From an optimization exercise on the open Yosys and OpenROAD flow, aimed at small area and a short achievable clock period; shortcuts taken in it are not production practice. At most, simulation tests tie the RTL to the original design; equivalence was not proved. Function not checked in run 2: the RTL went through the layout flow alone. Power and IR drop assume default switching activity.

==> design/flow/design.v <==
`timescale 1ns / 1ps
module MUX(
	input a,
	input b,
	input sel,
	output result
	);
	assign result = (sel)? b : a;
endmodule
module MUX_4(
	input [4:0] a,
	input [4:0] b,
	input sel,
	output [4:0] result
	);
	assign result = (sel)? b : a;
endmodule
module MUX_3(				 
	input a,
	input b,
	input c,
	input [1:0] sel,
	output result
);
	assign result = (sel == 2'b10) ? c :
						 (sel == 2'b01) ? b : a; 
endmodule
module MUX_33(				 
	input a,
	input b,
	input c,
	input [1:0] sel,
	output result
);
	assign result = (sel == 2'b10|sel == 2'b11) ? c :
						 (sel == 2'b01) ? b : a; 
endmodule 
`timescale 1ns / 1ps
module FF(
	input a,
	input clk,
	input rst,
	output reg b
    );
	 always @(posedge clk, posedge rst) begin
		if(rst)begin
			b<= 1'b0;
		end
		else begin
			b<=a;
		end
	end
endmodule
module FFIFID(
	input a,
	input clk,
	input rst,
	input IFID_Write,
	input IF_flush,
	output reg b
);
	always @(posedge clk or posedge rst) begin
		if(rst)begin
			b<= 1'b0;
		end
		else begin 
			if(IFID_Write==1) begin
				b<=a;
			end
			else if(IF_flush) begin
				b<=1'b0;
			end
		end
	end
endmodule 
`timescale 1ns / 1ps
module PC_reg(
	input clk,rst, PCwrite,
	input [31:0] PC_in,
	output reg [31:0] PC_out
);
	always@(posedge clk, posedge rst) begin
		if(rst) begin 
			PC_out <= 32'b0;
		end
		else if(PCwrite)begin
			PC_out <= PC_in;
		end
	end
endmodule
`timescale 1ns / 1ps
module ALU(
	input rst,
	input [31:0] in_data_32_1,
	input [31:0] in_data_32_2,
	input [3:0] opcode,
	output reg [31:0] out_data_32,
	output zero
    );
	assign zero = (out_data_32 == 0)? 1'b1 : 1'b0;
	always @(*) begin
			case(opcode)
				4'b0000 : out_data_32 <= (in_data_32_1) & (in_data_32_2); 
				4'b0001 : out_data_32 <= (in_data_32_1) | (in_data_32_2); 
				4'b0010 : out_data_32 <= in_data_32_1 + in_data_32_2;
				4'b0110 : out_data_32 <= in_data_32_1 - in_data_32_2;
				4'b0111 : out_data_32 <= (in_data_32_1 < in_data_32_2)? 1 : 0;
				default : out_data_32 <= 32'b0;
			endcase
	end
endmodule 
`timescale 1ns / 1ps
module control_unit(
	input [5:0] opcode,
	input [31:0] inst,
	output reg [1:0] control_wb,
	output reg [2:0] control_mem,
	output reg [3:0] control_ex,
	output reg IF_flush, branch,
	output reg [1:0]jump, 
	output reg jal
);
	always@(*) begin
			if(opcode == 6'h0)begin 
					control_wb <= 2'b10;
					control_mem <= 3'b000;
					control_ex <= 4'b0101;
					IF_flush <= 1'b0;
					branch <= 1'b0;
					jump <= 2'b00;
					jal <= 1'b0;
			end
			else if (opcode == 6'b100011) begin	
					control_wb <= 2'b11;
					control_mem <= 3'b010;
					control_ex <= 4'b1000;
					IF_flush <= 1'b0;
					branch <= 1'b0;
					jump <= 2'b00;
					jal <= 1'b0;
			end
			else if (opcode == 6'h2b) begin		
					control_wb <= 2'b00;
					control_mem <= 3'b001;
					control_ex <= 4'b1000;
					IF_flush <= 1'b0;
					branch <= 1'b0;
					jump <= 2'b00;
					jal <= 1'b0;
			end
			else if (opcode == 6'b000100) begin		
					control_wb <= 2'b00;
					control_mem <= 3'b100;
					control_ex <= 4'b0010;
					IF_flush <= 1'b1;
					branch <= 1'b1;
					jump <= 2'b00;
					jal <= 1'b0;
			end
			else if(opcode == 6'b000011) begin		
					control_wb <= 2'b11;
					control_mem <= 3'b001;
					control_ex <= 4'b0000;
					IF_flush <= 1'b1; 
					branch <= 1'b0;
					jump <= 2'b10;
					jal <= 1'b1;
			end
			else if(opcode == 6'b001100) begin	
					control_wb <= 2'b11;
					control_mem <= 3'b000;
					control_ex <= 4'b0000;
					IF_flush <= 1'b0; 
					branch <= 1'b0;
					jump <= 2'b01;
					jal <= 1'b0;
			end
			else begin
				control_wb <= 2'b00;
				control_mem <= 3'b000;
				control_ex <= 4'b0000;
				IF_flush <= 1'b0;
				branch <= 1'b0;
				jump <= 2'b00;
				jal <= 1'b0;
			end
	end
endmodule
module ALU_Ctrl(
	input [5:0] func,
	input [1:0] ALUOP,
	output reg [3:0] ALU_Ctrl_sig
);
	always@(*) begin
		if(ALUOP == 2'b00) begin
			ALU_Ctrl_sig <= 4'b0010;
		end
		else begin
			if(ALUOP[1] == 1) begin
				if(func[3:0] == 4'b0000) ALU_Ctrl_sig <= 4'b0010;
				else if(func[3:0] == 4'b0010) ALU_Ctrl_sig <= 4'b0110;
				else if(func[3:0] == 4'b0100) ALU_Ctrl_sig <= 4'b0000;
				else if(func[3:0] == 4'b0101) ALU_Ctrl_sig <= 4'b0001;
				else if(func[3:0] == 4'b1010) ALU_Ctrl_sig <= 4'b0111;
				else 	ALU_Ctrl_sig <= 4'b0;
			end
			else begin
				ALU_Ctrl_sig <= 4'b0110;
			end
		end
	end
endmodule
module forwarding_unit(								
	input [4:0] EXE_rs, EXE_rt, MEM_dst, WB_dst,
	input  E_M_RegWrite, M_W_RegWrite,
	output [1:0] forwardA, forwardB
);
	assign forwardA = (E_M_RegWrite && (MEM_dst) && (MEM_dst == EXE_rs))? 2'b10 :
							(M_W_RegWrite && (WB_dst) && ((MEM_dst != EXE_rs) || !(E_M_RegWrite)) && (WB_dst == EXE_rs))? 2'b01 : 2'b00;
	assign forwardB = (E_M_RegWrite && (MEM_dst) && (MEM_dst == EXE_rt))? 2'b10 :
							(M_W_RegWrite && (WB_dst) && ((MEM_dst != EXE_rt)|| (!(E_M_RegWrite))) && (WB_dst == EXE_rt))? 2'b01 : 2'b00;						
endmodule 
module hazard_detection(
	input clk,rst,
	input [4:0] ID_rs, ID_rt, EXE_rt,
	input EXE_MemRead,
	input IF_flush,
	output reg PCwrite, IFID_write ,control_mux_sel
);
	wire hazard ;
	always @ (*) begin
		if(rst) begin
			PCwrite <= 0;
			IFID_write <= 0;
			control_mux_sel <= 0;
		end
		else begin
			PCwrite <= 1'b1;
			IFID_write <= !(hazard);
			control_mux_sel <= hazard;
		end
	end
	assign hazard = ((EXE_MemRead != 0) && ((ID_rs == EXE_rt) || (ID_rt == EXE_rt)))| IF_flush;
endmodule 
`timescale 1ns / 1ps
module data_memory(
	input clk,
	input rst,
	input [4:0] addr,
	input MemRead,			 
	input MemWrite,		 
	input [31:0] Write_Data, 
	output [31:0] Read_Data
    );
	integer i;
	reg [31:0] data_mem[31:0]; 
	always @(posedge clk, posedge rst) begin
		case(rst) 		 
			1'b1 : begin
				for(i = 0; i<32; i = i+1) begin
					data_mem[i] <= 32'h0;
				end
					data_mem[12] <= 32'b0000000000_0000000000_0000000111_10;
			end
			default  begin  
				if(!MemRead && MemWrite) begin  
					data_mem[addr[4:0]] <= Write_Data;  
				end
			end
		endcase
	end	
	assign Read_Data = (rst) ? 32'b0 : data_mem[addr[4:0]] ;
endmodule
module reg_IFID(
	input clk, rst,
	input [31:0] IFID_PC,
	input [31:0] IFID_inst,
	input IFID_write,
	input IF_flush,
	output [31:0] IFIDPC_out ,
	output [31:0] IFIDinst_out
	);
	FFIFID FF_PC [31:0](.clk(clk),.a(IFID_PC),.rst(rst),.IFID_Write(IFID_write),.IF_flush(IF_flush),.b(IFIDPC_out));	
	FFIFID FF_inst [31:0](.clk(clk),.rst(rst),.a(IFID_inst),.IFID_Write(IFID_write),.IF_flush(IF_flush),.b(IFIDinst_out));
endmodule	
module reg_IDEXE(
	input clk, rst,
	input [1:0] control_wb_in,
	input [2:0] control_mem_in,
	input [3:0] control_ex_in,
	input [31:0] Read_data1_in, Read_data2_in,Sign_extended_in,
	input [4:0] rs_in,		
	input [4:0] dest_1_in, dest_2_in,
	input lw,IF_flush,jal,
	input [31:0] pc_in,
	output [1:0] control_wb_out,
	output [2:0] control_mem_out,
	output [3:0] control_ex_out,
	output [31:0] Read_data1_out,Read_data2_out,Sign_extended_out,
	output [4:0] rs_out, dest_1_out, dest_2_out,
	output lw_a,IF_flush_a,jal_a,
	output [31:0] pc_out
);
	FF Flush(.a(IF_flush),.clk(clk),.rst(rst),.b(IF_flush_a));
	FF PC [31:0](.a(pc_in),.clk(clk),.rst(rst),.b(pc_out));
	FF lw_ff (.a(lw),.clk(clk),.rst(rst),.b(lw_a));
	FF Ctrl_wb [1:0] (.a(control_wb_in),.clk(clk),.rst(rst),.b(control_wb_out));
	FF Ctrl_mem [2:0] (.a(control_mem_in),.clk(clk),.rst(rst),.b(control_mem_out));
	FF Ctrl_ex [3:0] (.a(control_ex_in),.clk(clk),.rst(rst),.b(control_ex_out));
	FF Read_data1 [31:0](.a(Read_data1_in),.clk(clk),.rst(rst),.b(Read_data1_out));
	FF Read_data2 [31:0](.a(Read_data2_in),.clk(clk),.rst(rst),.b(Read_data2_out));
	FF Sign_extend_result [31:0](.a(Sign_extended_in),.clk(clk),.rst(rst),.b(Sign_extended_out));
	FF rs_reg [4:0] (.a(rs_in),.clk(clk),.rst(rst),.b(rs_out));
	FF dest_1 [4:0](.a(dest_1_in),.clk(clk),.rst(rst),.b(dest_1_out));
	FF dest_2 [4:0](.a(dest_2_in),.clk(clk),.rst(rst),.b(dest_2_out));
	FF jal_f(.a(jal),.clk(clk),.rst(rst),.b(jal_a)); 
endmodule 
module reg_EXEMEM(
	input clk, rst,
	input jal,
	input [1:0] control_wb_in,
	input [2:0] control_mem_in,
	input [4:0] dst_reg_in,
	input [31:0] read_data2_in, pc_in,ALUresult_in,
	output jal_a,
	output [1:0] control_wb_out,
	output [2:0] control_mem_out,
	output [4:0] dst_reg_out,
	output [31:0] ALUresult_out, read_data2_out, pc_out
);
	FF pc_IO [31:0](.a(pc_in),.clk(clk),.rst(rst),.b(pc_out));
	FF control_wb [1:0](.a(control_wb_in),.clk(clk),.rst(rst),.b(control_wb_out));
	FF control_mem [2:0](.a(control_mem_in),.clk(clk),.rst(rst),.b(control_mem_out));
	FF ALUresult [31:0](.a(ALUresult_in),.clk(clk),.rst(rst),.b(ALUresult_out));
	FF read_data2 [31:0](.a(read_data2_in),.clk(clk),.rst(rst),.b(read_data2_out));
	FF dst_reg [4:0](.a(dst_reg_in),.clk(clk),.rst(rst),.b(dst_reg_out));
	FF jal_ff(.a(jal),.clk(clk),.rst(rst),.b(jal_a));
endmodule 
module reg_MEMWB(
	input clk, rst,
	input jal,
	input [1:0] wb_control_in,
	input [4:0] dst_reg_in,
	input [31:0] read_data_in,address_in,pc_in,
	output jal_a,
	output [1:0] wb_control_out,
	output [4:0] dst_reg_out,
	output [31:0] read_data_out,address_out,pc_out
);
	FF pc_IO [31:0](.a(pc_in),.clk(clk),.rst(rst),.b(pc_out));
	FF wb_control [1:0](.a(wb_control_in),.clk(clk),.rst(rst),.b(wb_control_out));
	FF read_data [31:0](.a(read_data_in),.clk(clk),.rst(rst),.b(read_data_out));
	FF address [31:0](.a(address_in),.clk(clk),.rst(rst),.b(address_out));
	FF dst_reg [4:0](.a(dst_reg_in),.clk(clk),.rst(rst),.b(dst_reg_out));
	FF jal_ff(.a(jal),.clk(clk),.rst(rst),.b(jal_a));
endmodule
module IF(
	input clk, rst,
	input [1:0] jump,
	input PCwrite, same, branch, 
	input [31:0] BeqPc, jr_pc, jal_pc,
	input [31:0] imem_data,
	output [31:0] imem_addr,
	output [31:0] next_PC,  
	output [31:0] inst
   );
	wire PCSrc;
	wire [31:0] PC_out, PC_in, pc_temp;
	assign next_PC = PC_out +4;
	assign PCSrc = branch & same;
	MUX_3 JumpMUX[31:0](.a(PC_in),.b(jr_pc),.c(jal_pc), .sel(jump),.result(pc_temp));
	MUX PCsrcMUX[31:0](.a(next_PC),.b(BeqPc),.sel(PCSrc),.result(PC_in));
	PC_reg PC (.clk(clk),.rst(rst),.PCwrite(PCwrite),.PC_in(pc_temp),.PC_out(PC_out));
	assign imem_addr = PC_out;
	assign inst = imem_data;
endmodule
module ID(
	input clk,rst,
	input [31:0] inst, 			 
	input Reg_Write,				 
	input EXE_MemRead,			 
	input [4:0] EXE_rt,			 
	input [4:0] Write_reg,
	input [4:0] MEM_dst, WB_dst,	
	input [31:0] Write_data,
	input [31:0] pc_inn,
	output [31:0] Read_data1, Read_data2,
	output [31:0] Sign_extend_res,
	output [4:0] rs_reg, desti_1, desti_2,
	output [1:0]control_WB,		 
	output [2:0]control_MEM,	 
	output [3:0]control_EX,		 
	output same, 			
	output IFID_write, PCwrite,		
	output IF_flush, branch, lw_f,
	output [31:0] BeqPc, jr_pc, jal_pc,
	output [1:0] jump,
	output jal,
	output [31:0] pc_outt
);
	integer i ;	
	wire control_sel;
	wire [1:0] control_wb_in;  
	wire [2:0] control_mem_in;
	wire [3:0] control_ex_in;
	wire [5:0] op_code ;
	wire [31:0] shifted ;
	reg [31:0] register [31:0]; 
	assign op_code = inst[31:26] ; 								 
	assign pc_outt = pc_inn;
	assign desti_1 = inst[20:16];									 
	assign desti_2 = inst[15:11];									 
	assign rs_reg = inst[25:21];
	assign shifted = (Sign_extend_res <<2);					
	assign Sign_extend_res = (inst[15] == 1) ? {16'hFFFF, inst[15:0]} : {16'h0000, inst[15:0]} ; 
	assign same = (Read_data1 == Read_data2)? 1 : 0;
	assign BeqPc = pc_inn + shifted;
	assign Read_data1 = (rst)? 32'b0 : register[inst[25:21]];		
	assign Read_data2 = (rst)? 32'b0 : register[inst[20:16]];
	assign lw_f = control_sel;
	assign jr_pc = register[31];
	assign jal_pc =  { pc_inn[31:28],(inst[25:0] << 2)};
	always @(negedge clk or posedge rst) begin
		if(rst)  begin
			for(i = 0; i<32; i = i+1) begin
				register[i] <= 32'h0;
			end
			register[2] <= 32'b0000000000_0000000000_0000000010_00;
			register[4] <= 32'b0000000000_0000000000_0000000010_01;
			register[5] <= 32'b0000000000_0000000000_0000000010_00;
			register[6] <= 32'b0000000000_0000000000_0000000001_11;
			register[7] <= 32'b0000000000_0000000000_0000000001_10;
		end
		else begin
			if(Reg_Write) begin
				register[Write_reg] <= Write_data;
			end
		end
	end
	control_unit control_Unit(
	.opcode(op_code),
	.control_wb(control_wb_in),
	.control_mem(control_mem_in),
	.control_ex(control_ex_in),
	.IF_flush(IF_flush),
	.branch(branch),
	.jump(jump),
	.jal(jal),
	.inst(inst)
);
	MUX control_WB_mux [1:0](
		.a(control_wb_in),
		.b(2'b0),
		.sel(control_sel),
		.result(control_WB)
	);
	MUX control_MEM_mux [2:0](
		.a(control_mem_in),
		.b(3'b0),
		.sel(control_sel),
		.result(control_MEM)
	);
	MUX control_EX_mux [3:0](
		.a(control_ex_in),
		.b(4'b0),
		.sel(control_sel),
		.result(control_EX)
	);
	hazard_detection hazard_detection_unit(		
		.clk(clk),
		.ID_rs(rs_reg), 
		.ID_rt(desti_1), 
		.EXE_rt(EXE_rt),
		.EXE_MemRead(EXE_MemRead),
		.rst(rst),
		.PCwrite(PCwrite),
		.IFID_write(IFID_write),
		.control_mux_sel(control_sel),
		.IF_flush(IF_flush)
	);
endmodule
module EXE(
	input clk, rst,
	input [3:0] control_ex,
	input [4:0] desti_1, desti_2,
	input [4:0] EXE_rs, EXE_rd, MEM_dst, WB_dst,
	input E_M_RegWrite, M_W_RegWrite,F,IF_flush,	
	input [31:0] Sign_extend_res,
	input [31:0] WB_writedata, ALU_Result_MEM,
	input [31:0] read_data1, read_data2,
	output [31:0] ALU_result,
	output [4:0] dest_reg_out,
	output [31:0] read_data2_prev
);	
	wire ALUSrc;
	wire RegDst;
	wire [1:0] ALUOp = control_ex[2:1];
	wire [1:0] forwardA, forwardB;
	wire zero;
	wire [3:0] alu_control_signal;
	wire [31:0] alu_inn1, alu_inn2, alu_inn2_temp;
	wire [31:0] ALU_result1;
	assign ALUSrc = control_ex[3];
	assign RegDst = control_ex[0];
	assign read_data2_prev = alu_inn2_temp;
	assign ALU_result = (F|IF_flush)? 32'b0 : ALU_result1;
	MUX_3 ALU_inn1 [31:0](.a(read_data1),.b(WB_writedata),.c(ALU_Result_MEM),.sel(forwardA),.result(alu_inn1));
	MUX_3 ALU_inn2T [31:0](.a(read_data2),.b(WB_writedata),.c(ALU_Result_MEM),.sel(forwardB),.result(alu_inn2_temp));
	MUX ALU_inn2 [31:0](.a(alu_inn2_temp), .b(Sign_extend_res),.sel(ALUSrc),.result(alu_inn2)	);
	ALU_Ctrl ALU_Ctrl(.func(Sign_extend_res[5:0]),.ALUOP(ALUOp), .ALU_Ctrl_sig(alu_control_signal));
	ALU ALU(.rst(rst),.in_data_32_1(alu_inn1),.in_data_32_2(alu_inn2),.opcode(alu_control_signal),.out_data_32(ALU_result1),.zero(zero));
	MUX MUX_dest [4:0](.a(desti_1),.b(desti_2),.sel(RegDst),.result(dest_reg_out));	
	forwarding_unit forwarding_unit(
	.EXE_rs(EXE_rs), 
	.EXE_rt(EXE_rd), 
	.MEM_dst(MEM_dst), 
	.WB_dst(WB_dst),
	.E_M_RegWrite(E_M_RegWrite), 
	.M_W_RegWrite(M_W_RegWrite),
	.forwardA(forwardA),
	.forwardB(forwardB)
	);
endmodule
module MEM(
	input clk, rst,
	input [2:0] control_sig,
	input [31:0] address, write_data,
	output [31:0] read_data, address_outt
);
	wire Branch ;
	wire MemRead ;
	wire MemWrite ;
	assign Branch = control_sig[2];
	assign MemRead = control_sig[1];
	assign MemWrite = control_sig[0];
	assign address_outt = address;
	data_memory data_memory_mem(
	.clk(clk),	
	.rst(rst),
	.addr(address[4:0]),      
	.MemRead(MemRead),			 
	.MemWrite(MemWrite),		 
	.Write_Data(write_data), 
	.Read_Data(read_data)
	);
endmodule
module WB(
	input clk,rst,jal, 
	input [1:0] control_wb,
	input [4:0] dst_reg_in,
	input [31:0] pc, read_address, pc_address,
	output RegWrite,
	output [4:0] dst_reg_out,
	output [31:0] write_data
);
	MUX_4 RegWriteMux (.a(dst_reg_in),.b(5'b11111),.sel(jal),.result(dst_reg_out));
	FF regWrite_ff(.a(control_wb[1]),.b(RegWrite),.clk,.rst);
	MUX_33 MemtoRegMux [31:0](.a(pc_address),.b(read_address),.c(pc),.sel({jal , MemtoReg}),.result(write_data));
	assign MemtoReg = control_wb[0];
endmodule	
`timescale 1ns / 1ps
module MIPS(
	input cclk,
	input reset,
	input [31:0] imem_data,
	output [31:0] imem_addr,
	output [31:0] result
    );
	wire w2, w41, w42, w43, w44, w45, w46, w47, w48, w55, w56, w57, w61,w62,w63,w64;
	wire [1:0] w32, w33, w34, w35, w60;
	wire [2:0] w36, w37, w38;
	wire [3:0] w39, w40;
	wire [4:0] w7,w8,w9,w10, w49, w50, w19, w20, w21, w22, w23, w24,w25;
	wire [31:0] w1, w3, w4, w5, w6, w11, w12, w13, w14, w15, w16, w17, w18, w26, w27, w28, w29, w30, w31, w65, w66,w67,w68,w51,w52, w53, w54, w58, w59;
	wire clk;
	assign clk = cclk;
	IF IF(
	.clk(clk),
	.rst(reset),
	.BeqPc(w1),
	.same(w41), 
	.branch(w42),
	.PCwrite(w43),
	.inst(w53), 
	.next_PC(w3),
	.jr_pc(w58),
	.jal_pc(w59),
	.jump(w60),
	.imem_data(imem_data),
	.imem_addr(imem_addr)
   );
	ID ID(
	.clk(clk),
	.rst(reset),
	.inst(w54),
	.Write_reg(w9),
	.Write_data(w11),
	.Reg_Write(w2),
	.EXE_MemRead(w37[1]),	
	.EXE_rt (w21),
	.same(w41),
	.Read_data1(w12),
	.Read_data2(w14),
	.Sign_extend_res(w17),
	.rs_reg(w49), 
	.desti_1(w19), 
	.desti_2(w20),
	.control_WB(w32),
	.control_MEM(w36),
	.control_EX(w39),
	.IFID_write(w44), 
	.PCwrite(w43),		
	.IF_flush(w45),
	.branch(w42),
	.pc_inn(w4),
	.BeqPc(w1),
	.lw_f(w55),
	.jr_pc(w58),
	.jal_pc(w59),
	.jump(w60),
	.jal(w61),
	.pc_outt(w65),
	.MEM_dst(w24), 
	.WB_dst(w9)
);
	EXE EXE(
	.clk(clk), 
	.rst(reset),
	.control_ex(w40),
	.read_data1(w13),
	.read_data2(w15), 	
	.Sign_extend_res(w18),
	.desti_1(w21), 
	.desti_2(w22),
	.ALU_result(w26),
	.dest_reg_out(w23),
	.EXE_rs(w50), 
	.EXE_rd(w21), 
	.MEM_dst(w24), 
	.WB_dst(w9),
	.E_M_RegWrite(w34[1]), 
	.M_W_RegWrite(w35[1]),
	.WB_writedata(w11), 
	.ALU_Result_MEM(w27),
	.read_data2_prev(w51),    
	.F(w56),
	.IF_flush(w46)
);	
assign result = w26;
	MEM MEM(
	.clk(clk), 
	.rst(reset),
	.control_sig(w38),
	.address(w27),
	.write_data(w52),
	.read_data(w28),
	.address_outt(w30)
);
	WB WB(
	.clk(clk),
	.rst(reset),
	.control_wb(w35),
	.read_address(w29), 
	.pc_address(w31),
	.dst_reg_in(w8),
	.dst_reg_out(w9),
	.RegWrite(w2),
	.write_data(w11),
	.jal(w64),
	.pc(w68)
);
	reg_IFID reg_IFID(
	.clk(clk), 
	.rst(reset),
	.IFID_PC(w3),
	.IFID_inst(w53),
	.IFID_write(w44),			
	.IF_flush(w45),
	.IFIDPC_out(w4) ,
	.IFIDinst_out(w54)
	);
	reg_IDEXE reg_IDEXE(
	.clk(clk), 
	.rst(reset),
	.control_wb_in(w32),
	.control_mem_in(w36),
	.control_ex_in(w39),
	.Read_data1_in(w12),
	.Read_data2_in(w14),
	.Sign_extended_in(w17),
	.rs_in(w49),		
	.dest_1_in(w19), 
	.dest_2_in(w20),
	.control_wb_out(w33),
	.control_mem_out(w37),
	.control_ex_out(w40),
	.Read_data1_out(w13),
	.Read_data2_out(w15),
	.Sign_extended_out(w18),
	.rs_out(w50), 
	.dest_1_out(w21), 
	.dest_2_out(w22),
	.lw(w55),
	.lw_a(w56),
	.jal(w61),
	.jal_a(w62),
	.pc_in(w65),
	.pc_out(w66),
	.IF_flush(w45),
	.IF_flush_a(w46)
);
	reg_EXEMEM reg_EXEMEM(
	.clk(clk),
	.rst(reset),
	.control_wb_in(w33),
	.control_mem_in(w37),
	.ALUresult_in(w26),
	.read_data2_in(w51),
	.dst_reg_in(w23), 
	.control_wb_out(w34),
	.control_mem_out(w38),
	.ALUresult_out(w27),
	.read_data2_out(w52),
	.dst_reg_out(w24),
	.jal(w62),
	.jal_a(w63),
	.pc_in(w66),
	.pc_out(w67)
);
	reg_MEMWB reg_MEMWB(
	.clk(clk),
	.rst(reset),
	.wb_control_in(w34),
	.read_data_in(w28),
	.address_in(w30),
	.dst_reg_in(w24),
	.wb_control_out(w35),
	.read_data_out(w29),
	.address_out(w31),
	.dst_reg_out(w8),
	.jal(w63),
	.jal_a(w64),
	.pc_in(w67),
	.pc_out(w68)
);
endmodule 
==> design/flow/run.sh <==
#!/bin/bash
# synth_recipe.tcl (not shown) runs the flow's synth.tcl, then flattens the netlist and writes it again
# the make line also repeats each setting of config.mk as NAME=value (left out here)
make -C /OpenROAD-flow-scripts/flow DESIGN_CONFIG=/design/flow/config.mk WORK_HOME=/design/flow/orfs CLKGATE_MAP_FILE= SYNTH_SCRIPT=/design/flow/synth_recipe.tcl finish
==> design/flow/config.mk <==
export PLATFORM = sky130hd
export DESIGN_NAME = MIPS
export DESIGN_NICKNAME = MIPS
export VERILOG_FILES = /design/flow/design.v
export SDC_FILE = /design/flow/constraint.sdc
export NUM_CORES = 8
export LEC_CHECK = 0
export CAP_MARGIN = 20
export CORE_MARGIN = 2
export CORE_UTILIZATION = 40
export SLEW_MARGIN = 20
==> design/flow/constraint.sdc <==
create_clock -name core_clock -period 12.0 [get_ports {cclk}]
set_input_delay 2.4000 -clock core_clock [delete_from_list [all_inputs] [get_ports {cclk}]]
set_output_delay 2.4000 -clock core_clock [all_outputs]
set_load 0.01 [all_outputs]
==> results of run 1 <==
[power by group]
| part | total [uW] | leakage, uW | internal [uW] | switching [uW] |
|---|---|---|---|---|
| Combinational | 4000 | 0.0224 | 1010 | 2990 |
| Clock | 8960 | 0.00466 | 5150 | 3800 |
| Sequential | 9780 | 0.0343 | 9040 | 745 |
[logic make-up (layout without fill, tap and decap cells)]
kind of cell    Yosys count  count (layout)  synth area share
compound gates         2928            2928            0.1637
xor+xnor                120             120          0.008884
mux                    1160            1160            0.1093
fa+ha+maj               143             143           0.01531
buf+inv                1235            1123           0.04254
flops                  2487            2487            0.5262
other cells               0              83                 0
simple gates           3376            3376            0.1341
[through the flow]
| step | hold WS, ns | std cells | setup slack (ns) | cell area [um2] |
|---|---|---|---|---|
| final | 0.3285 | 15340 | 0.2509 | 133400 |
| after global routing | 0.3518 | 15260 | 0.01826 | 133200 |
| after CTS | 0.3395 | 15250 | 0.4901 | 133100 |
| after detailed placement | 0.3347 | 14730 | 1.335 | 123700 |
| after global placement | 0.3321 | 14730 | 1.349 | 123600 |
| after floorplan | 0.3312 | 11450 | -4.844 | 118400 |
[area by class of cell]
cell class / instances / share of cell area
Tap cell: 3919 / 0.03676
Antenna cell: 83 / 0.001557
Inverter: 151 / 0.004446
Sequential cell: 2487 / 0.4670
Clock buffer: 407 / 0.06123
Multi-Input combinational cell: 7727 / 0.3909
Clock inverter: 117 / 0.009314
Timing Repair Buffer: 448 / 0.02878
[cell usage after synthesis (41+ instances only)]
cell type,number
nor2_1,451
clkbuf_1,752
nand2_1,1385
a2111oi_0,81
mux2_2,1049
o21ai_0,1158
nand4_1,276
a21o_1,43
dfrtp_1,1459
buf_4,52
buf_2,143
a22oi_1,579
dfrtn_1,1015
ha_1,140
a22o_1,230
nor4_1,48
mux2i_1,110
xor2_1,73
a21oi_1,273
xnor2_1,47
nand3_1,585
a221oi_1,213
o21a_1,41
and3_1,268
inv_1,150
buf_1,133
nor3_1,127
[cell usage in the layout, fill, tap and decap left out, types with 41 or more instances in the layout]
cell                n
dfrtp_1          1425
nand2_1          1342
o21ai_0          1158
mux2_2           1049
dfrtn_1          1015
nand3_1           580
a22oi_1           579
nor2_1            352
buf_4             328
clkbuf_16         291
nand4_1           276
and3_1            266
a21oi_1           240
a22o_1            230
a221oi_1          213
inv_1             158
ha_1              138
nor3_1            117
mux2i_1           110
clkdlybuf4s50_1    96
diode_2            83
a2111oi_0          81
xor2_1             72
clkbuf_1           71
nor2_4             53
nor2_2             49
nor4_1             48
xnor2_1            47
clkinv_2           47
clkbuf_8           45
a21o_1             43
o21a_1             41
[worst max path at each step]
stage,endpoint,cells past startpoint
6_report,result[28],21
5_1_grt,result[30],23
4_1_cts,result[28],21
3_5_place_dp,IF.PC.PC_out[1],13
3_3_place_gp,IF.PC.PC_out[0],13
2_1_floorplan,ID.register[0][0],4
[metal layers]
layer	GRT usage	vias up	part of all wire
met5	0.001425	-	0.00046
met4	0.2501	32	0.084
met3	0.1504	2705	0.15
met2	0.5192	9259	0.40
met1	0.4771	52670	0.37
li1	-	41040	-
==> results.txt, run 1 <==
cell taking the most area after synthesis=dfrtp_1; die width=547.8 um; layout net count=11290; Post-synth EDFFs=0; setup slack, reg-to-reg=0.81 ns; Mean Syn Cell Area=10.33 um2; H-Tree Depth=5; reg-to-reg endpoint=IF.PC.PC_out[0]; Post-CTS Setup Inserts=0; post-route ant nets=0; Worst Path Required=9.60 ns; Ports=98; ranking of synthesized cells by area=dfrtp_1 (31%), dfrtn_1 (21%), mux2_2 (10%), o21ai_0 (4.9%), nand2_1 (4.4%); Synth async-reset ratio=1.000; Slew @ Worst Pin=1.394 ns; Pwr Total=22740 uW; clock tree buffer depth=4; hold path start=reg_EXEMEM.pc_IO[29].b; Post-Synthesis Cells=11450; Final setup violation count=0; Max Cap Violations=0; worst ir drop on vdd=112.3 uV; fin crit period=11.75 ns; Reg clk slew, reported paths=0.06 ns; PwrDens=170.4 nW/um2; start of the worst register-to-register path=ID.register[4][22]; Peak Freq=85.11 MHz; Root Buffer=clkbuf_16; Hold Path Class=flip-flop to flip-flop; Starting Density=0.4023; Cell Rows=199; DRC errors left=0; Slowest-stage cell, CP=nor3b_1; max-slew violation count=0; via count=105700; multi-input logic area=52150 um2; Reg area=62300 um2; largest net degree at the start of global routing=171; Seq/Total Area, Yosys=0.5262; RSZ-0062 raised after global routing=no; Clk Latency, worst-skew pair=0.93 ns; P_leak=0.06138 uW; vias per cell=6.891; Syn-to-layout area delta=12.76%; Initial DRT Pass Iterations=11; die area=300100 um2; CP Launch Point=reg_MEMWB.jal_ff.b; initial detailed-routing violation count=18530; Critical Path Source Type=flip-flop; Worst setup EP type=primary output; max incr delay on CP=0.74 ns; leading registers by flop count=ID.register x1024, MEM.data_memory_mem.data_mem x1024; antenna violations before repair=74; WL per Instance=37.55 um; clk sink count=2487; first-pass GRT wire length=795.9 mm; status=no timing/DRC/antenna violations; height of the die=547.8 um; Mapped Nets=11630; PostCTS Resize Cnt=0; Port Buf Inserts=97; dpl hpwl=344.2 mm; WHS Path Cells=0; final core utilization=0.4537; wirelength, routed=575.9 mm; synthesized area=118300 um2; Yosys cell types=83; CTS tree=done; Hold Path Sink=reg_MEMWB.pc_IO[29].b; vias in the first global route=99890; final worst path period share=0.9791; routability-driven placement congestion ratio=1.027; proportion of layout cells with a drive suffix above 1=0.1914; synth warn=12; CP cell instances=nor3_1 -> nor3b_1 -> nand2_1 -> nand4_1 -> nor3_2 -> buf_4 -> mux2i_1 -> o21ai_0 -> mux2_2 -> ha_1 -> fa_1 -> a211oi_1 -> o21ai_0 -> a311o_1 -> a211oi_1 -> or3_1 -> a31oi_1 -> a221o_1 -> a2111o_1 -> o22ai_1 -> clkdlybuf4s50_1; gr usage total=0.3742; fill count=27240; CP max FO=43; Worst slew margin=0.06692; Yosys top cell area share=0.3086; hold buffer count at CTS=0; Setup CP Type=flip-flop to primary output; setup TNS=0 ns; CP top delay family=compound AO/OA/AOI/OAI gates; register bit total from synthesis=2487; crit path buf inv count=2; clock skew=0.08623 ns; Synth Flop Type=dfrtp_1; crit path DAT=9.35 ns; final hold viol count=0; core area=294100 um2; worst-case reg-to-reg path depth=13; grt total ovfl=0; CTS Buf Count=285
==> inputs of run 2 (changes only) <==
==> design/flow/design.v (replaced) <==
module MIPS(
	input cclk,
	input reset,
	input [31:0] imem_data,
	output [31:0] imem_addr,
	output [31:0] result
    );
	reg  [31:0] pc;
	reg  [31:0] ifid_pc4;           
	reg  [31:0] ifid_inst;          
	reg  [31:0] ex_res;             
	reg  [31:0] ex_sdata;           
	reg  [4:0]  ex_dst;             
	reg  [4:0]  ex_rt;              
	reg         ex_rw, ex_m2r, ex_mr, ex_mw, ex_jal;
	reg  [31:0] mem_wd;             
	reg  [4:0]  mem_dst;            
	reg         mem_rw;             
	reg         wb_rw;              
	reg  [31:0] rf   [0:31];
	reg  [31:0] rf_v;
	reg  [31:0] dm   [0:31];
	reg  [31:0] dm_v;
	wire [5:0]  op  = ifid_inst[31:26];
	wire [4:0]  rs  = ifid_inst[25:21];
	wire [4:0]  rt  = ifid_inst[20:16];
	wire [4:0]  rd  = ifid_inst[15:11];
	wire [15:0] imm = ifid_inst[15:0];
	wire [31:0] sext = {{16{imm[15]}}, imm};
	wire is_R   = (op == 6'b000000);
	wire is_lw  = (op == 6'b100011);
	wire is_sw  = (op == 6'b101011);
	wire is_beq = (op == 6'b000100);
	wire is_jal = (op == 6'b000011);
	wire is_jr  = (op == 6'b001100);
	function [31:0] rf_init(input [4:0] a);
		case (a)
			5'd2: rf_init = 32'd8;
			5'd4: rf_init = 32'd9;
			5'd5: rf_init = 32'd8;
			5'd6: rf_init = 32'd7;
			5'd7: rf_init = 32'd6;
			default: rf_init = 32'd0;
		endcase
	endfunction
	wire [31:0] rfA = rf_v[rs] ? rf[rs] : rf_init(rs);
	wire [31:0] rfB = rf_v[rt] ? rf[rt] : rf_init(rt);
	wire [31:0] r31 = rf_v[31] ? rf[31] : 32'd0;
	wire if_flush = is_beq | is_jal;
	wire loaduse  = ex_mr & ((rs == ex_rt) | (rt == ex_rt));
	wire hz       = loaduse | if_flush;
	wire fA_ex  = ex_rw  & (ex_dst  != 5'd0) & (ex_dst  == rs);
	wire fA_mem = mem_rw & (mem_dst != 5'd0) & (mem_dst == rs);
	wire fB_ex  = ex_rw  & (ex_dst  != 5'd0) & (ex_dst  == rt);
	wire fB_mem = mem_rw & (mem_dst != 5'd0) & (mem_dst == rt);
	wire [31:0] opA  = fA_ex ? ex_res : fA_mem ? mem_wd : rfA;
	wire [31:0] opBt = fB_ex ? ex_res : fB_mem ? mem_wd : rfB;
	wire [31:0] opB  = (is_lw | is_sw) ? sext : opBt;
	wire [3:0] fn = imm[3:0];
	wire do_sub = is_R & (fn == 4'b0010);
	wire do_slt = is_R & (fn == 4'b1010);
	wire do_or  = is_R & (fn == 4'b0101);
	wire do_add = ~is_R | (fn == 4'b0000);
	wire do_and = is_R & ~((fn == 4'b0000) | (fn == 4'b0010) | (fn == 4'b0101) | (fn == 4'b1010));
	wire [32:0] sum  = {1'b0, opA} + {1'b0, opB};
	wire [32:0] diff = {1'b0, opA} + {1'b0, ~opB} + 33'd1;
	wire [31:0] alu  = do_add ? sum[31:0] :
	                   do_sub ? diff[31:0] :
	                   do_slt ? {31'd0, ~diff[32]} :
	                   do_or  ? (opA | opB) :
	                            (opA & opB);
	wire        same   = (rfA == rfB);
	wire [31:0] pc4    = pc + 32'd4;
	wire [31:0] beq_pc = ifid_pc4 + {sext[29:0], 2'b00};
	wire [31:0] jal_pc = {2'b00, ifid_pc4[31:28], ifid_inst[23:0], 2'b00};
	wire [31:0] pc_nx  = is_jal ? jal_pc :
	                     is_jr  ? r31 :
	                     (is_beq & same) ? beq_pc : pc4;
	always @(posedge cclk or posedge reset) begin
		if (reset) pc <= 32'd0;
		else pc <= pc_nx;
	end
	always @(posedge cclk or posedge reset) begin
		if (reset) ifid_inst <= 32'd0;
		else if (if_flush) ifid_inst <= 32'd0;
		else if (!loaduse) ifid_inst <= imem_data;
	end
	always @(posedge cclk) begin
		if (!hz) ifid_pc4 <= pc4;
	end
	always @(posedge cclk or posedge reset) begin
		if (reset) begin
			ex_res <= 32'd0;
			ex_rw  <= 1'b0;
			ex_m2r <= 1'b0;
			ex_mr  <= 1'b0;
			ex_mw  <= 1'b0;
			ex_jal <= 1'b0;
		end else begin
			ex_res <= hz ? 32'd0 : alu;
			ex_rw  <= ~hz & (is_R | is_lw | is_jr);
			ex_m2r <= ~hz & (is_lw | is_jr);
			ex_mr  <= ~hz & is_lw;
			ex_mw  <= ~hz & is_sw;
			ex_jal <= is_jal;
		end
	end
	always @(posedge cclk) begin
		ex_sdata <= is_jal ? ifid_pc4 : opBt;
		ex_dst   <= (~hz & is_R) ? rd : rt;
		ex_rt    <= rt;
	end
	wire [4:0]  maddr = ex_res[4:0];
	wire [31:0] mrd   = dm_v[maddr] ? dm[maddr] : ((maddr == 5'd12) ? 32'd30 : 32'd0);
	integer k;
	always @(posedge cclk or posedge reset) begin
		if (reset) dm_v <= 32'd0;
		else if (ex_mw) dm_v[maddr] <= 1'b1;
	end
	always @(posedge cclk) begin
		if (ex_mw) dm[maddr] <= ex_sdata;
	end
	always @(posedge cclk) begin
		mem_wd  <= ex_jal ? ex_sdata : ex_m2r ? mrd : ex_res;
		mem_dst <= ex_jal ? 5'd31 : ex_dst;
	end
	always @(posedge cclk or posedge reset) begin
		if (reset) begin
			mem_rw <= 1'b0;
			wb_rw  <= 1'b0;
		end else begin
			mem_rw <= ex_rw;
			wb_rw  <= mem_rw;
		end
	end
	always @(posedge cclk or posedge reset) begin
		if (reset) rf_v <= 32'd0;
		else if (wb_rw) rf_v[mem_dst] <= 1'b1;
	end
	always @(posedge cclk) begin
		if (wb_rw) rf[mem_dst] <= mem_wd;
	end
	assign imem_addr = pc;
	assign result    = ex_res;
endmodule
==> run 2 against run 1 <==
Against the previous run:
- utilization is 0.22 points higher
- via count is 37% lower
- power shrank 3.1%
- synthesized area fell by 10%
- cell count shrank 33%
- non-clock buffer count down 112
- hold slack improved by 0.052 ns
- first-iteration DRC count decreased by 43%
- fmax grew 38%
- die area down 10%
- setup slack gained 3.3 ns
- global-route usage is 10 points lower
==> results.txt, run 2 <==
status=no timing/DRC/antenna violations; H-Tree Depth=4; clk sink count=2326; Seq/Total Area, Yosys=0.6437; first-pass GRT wire length=512.3 mm; cell taking the most area after synthesis=edfxtp_1; fill count=22720; synthesized area=106000 um2; Worst Path Required=12.67 ns; Mapped Nets=6592; crit path DAT=9.15 ns; Post-Synthesis Cells=6418; Worst slew margin=0.1868; RSZ-0062 raised after global routing=no; Initial DRT Pass Iterations=6; die area=269100 um2; initial detailed-routing violation count=10500; Peak Freq=117.9 MHz; Post-synth EDFFs=2080; multi-input logic area=35760 um2; vias per cell=6.471; Setup CP Type=flip-flop to flip-flop; CP Launch Point=ifid_inst[18]; Yosys cell types=92; CP dominant cell by count=a21oi_1; antenna violations before repair=33; post-synthesis mux area share=0.1819; DRC errors left=0; P_leak=0.04020 uW; max-slew violation count=0; setup TNS=0 ns; Critical Path Source Type=flip-flop; Ports=98; clock skew=0.1046 ns; proportion of layout cells with a drive suffix above 1=0.2273; Worst setup EP type=flip-flop; layout net count=6744; final worst path period share=0.7070; PostCTS Resize Cnt=0; max incr delay on CP=0.87 ns; Commonest cells post-synth=edfxtp_1 (2080), mux4_2 (743), nand2_1 (403); post-route ant nets=0; via count=66740; top-count cell post-synth=edfxtp_1; hold path start=mem_rw; Synth Area in Compound Gates=0.07209; start of the worst register-to-register path=ifid_inst[18]; hold buffer count at CTS=0; wirelength, routed=371.1 mm; synth warn=1; Reg area=68290 um2; Reg clk slew, reported paths=0.06 ns; Max Cap Violations=0; Port Buf Inserts=97; fin crit period=8.484 ns; Clk Latency, worst-skew pair=0.91 ns; Simple-Gate Fraction of Synth Area=0.05223; worst hold slack=0.3803 ns; clock tree buffer depth=3; CP top delay family=compound AO/OA/AOI/OAI gates; register bit total from synthesis=2326; Hold Path Class=flip-flop to flip-flop; Slew @ Worst Pin=1.205 ns; leading registers by flop count=dm x1024, rf x1024; crit path buf inv count=2; Starting Density=0.4030; leading cell type in the layout, fill and taps excluded=edfxtp_1; xor-xnor portion of the synthesized cell area=0.008429; CP max FO=36; CTS tree=done; CTS Buf Count=238; adder-cell share of the synthesized area=0.01674; Cell Rows=188; Yosys top cell area share=0.5893; final hold viol count=0; PwrDens=183.8 nW/um2; most frequent cells in the layout=edfxtp_1 (2080), mux4_2 (743), nand2_1 (402), nor2_1 (252), clkbuf_16 (243); gr usage total=0.2697; Synth async-reset ratio=0.07180; Root Buffer=clkbuf_16; Mean Syn Cell Area=16.51 um2; die width=518.8 um; Synth Flop Type=edfxtp_1; vias in the first global route=64350; core area=263000 um2; ranking of synthesized cells by area=edfxtp_1 (59%), mux4_2 (16%), dfrtp_1 (3.9%), mux2i_1 (2.1%), ha_1 (1.6%); WL per Instance=35.98 um; worst ir drop on vdd=168.8 uV; routability-driven placement congestion ratio=0.9726; largest family of logic cells by synthesized area=multiplexers; grt total ovfl=0; Post-CTS Setup Inserts=0; Slowest-stage cell, CP=dfrtp_4; Final setup violation count=0; largest net degree at the start of global routing=112; dpl hpwl=227.8 mm; Syn-to-layout area delta=13.12%; height of the die=518.8 um
==> run 2: cell count changes in the layout (fill, tap and decap cells not counted), moves of 743 or more <==
cell,delta
dfrtn_1,-1015
mux2_2,-1025
o21ai_0,-975
dfrtp_1,-1272
edfxtp_1,+2080
mux4_2,+743
nand2_1,-940
==> run 2: kinds of logic (layout without fill, tap and decap cells) <==
family | count (synthesis) | in the layout
AOI/OAI and AO/OA | 1135 | 1135
xor gates and xnor gates | 102 | 102
other | 0 | 19
DFF | 2326 | 2326
and+or+nand+nor | 1171 | 1171
buffers and inverters | 551 | 913
adders and majority gates | 140 | 140
muxes | 993 | 993
==> run 2: metrics by stage <==
stage / worst slack (ns) / util / power (uW) / instance area [um2] / std cells
after global placement: 3.877 / 0.4249 / 14460 / 111700 / 9842
after floorplan: 5.082 / - / 12440 / 106000 / 6418
final: 3.516 / 0.4559 / 22040 / 119900 / 10310
after CTS: 3.703 / 0.4556 / 22020 / 119800 / 10290
after global routing: 3.316 / 0.4558 / 22650 / 119900 / 10300
after detailed placement: 3.782 / 0.4250 / 14500 / 111800 / 9844
==> run 2: final timing paths <==
kind | to | slack (ns) | cells past startpoint
worst max-delay path | ex_res[30] | 3.52 | 25
worst min-delay path | wb_rw | 0.38 | 0
worst max register to register | ex_res[30] | 3.52 | 25
worst min register to register | wb_rw | 0.38 | 0
max in group asynchronous | ex_res[0] | 8.38 | 3
min in group asynchronous | ex_res[11] | 2.05 | 2
==> run 2: area by class of cell <==
class / count / share of cell area
tap: 3515 / 0.03668
inverter: 127 / 0.004039
antenna: 19 / 0.0003966
sequential: 2326 / 0.5695
multi-input combinational: 3541 / 0.2983
timing repair buffer: 336 / 0.02413
clock buffer: 292 / 0.05267
clock inverter: 158 / 0.01427
==> run 2: power by group <==
group | internal (uW) | switching (uW) | total [uW]
clock network | 4310 | 3280 | 7590
registers | 9520 | 501 | 10000
logic | 1530 | 2900 | 4430
total | 15400 | 6680 | 22000
==> run 2: worst reg2reg max path, cell delays in order, from the launching register on <==
cell       delay (ns)
dfrtp_4          0.87
buf_4            0.65
and4b_1          0.76
a22o_1           0.26
nor3_1           0.07
nand3b_1         0.10
buf_4            0.35
mux2_2           0.41
o21ai_0          0.50
mux2i_1          0.16
nor2_1           0.22
a21oi_1          0.09
nor2_1           0.13
a21oi_1          0.10
fa_1             0.48
o21bai_1         0.18
a21oi_1          0.17
o21ai_0          0.41
a2111oi_0        0.23
o311ai_0         0.58
nand2_1          0.28
o32a_1           0.46
a31oi_1          0.28
a221o_1          0.26
mux2i_1          0.21
a31oi_1          0.10
==> run 2: metal layers <==
metal,global-route usage,up-vias,wire [um]
met3,0.06384,801,41030
met4,0.1302,16,20240
met5,0,-,110
li1,-,26360,-
met2,0.4068,4293,167300
met1,0.3683,35270,142500

==> afterwards: timing with drivers on the ports <==
The results above use ideal ports. As a check the final layout listed here was re-extracted and re-timed, cells and wires unchanged. Step 1 assumes that a clkbuf_16 drives the clock port and a buf_2 every other input. Step 2 moves the port delays by t, midway between the first and last clock arrival at a register: inputs arrive t later, outputs are due t later. That takes back most of the time a late clock gives input paths. Slacks: no drivers / after step 1 / after step 2; pairs: no drivers / after step 1.
run: run 2
shift t [ns]: 0.956
slack for setup (ns): 3.516 / 3.516 / 3.516
slew at the worst register clock pin (ns): 0.07 / 0.07
worst data-port slew with drivers (ns): 0.08
After both steps setup and hold are still met in run 2. For run 2, drivers alone change the setup slack by 0.000 ns; drivers and shift together by 0.000 ns.
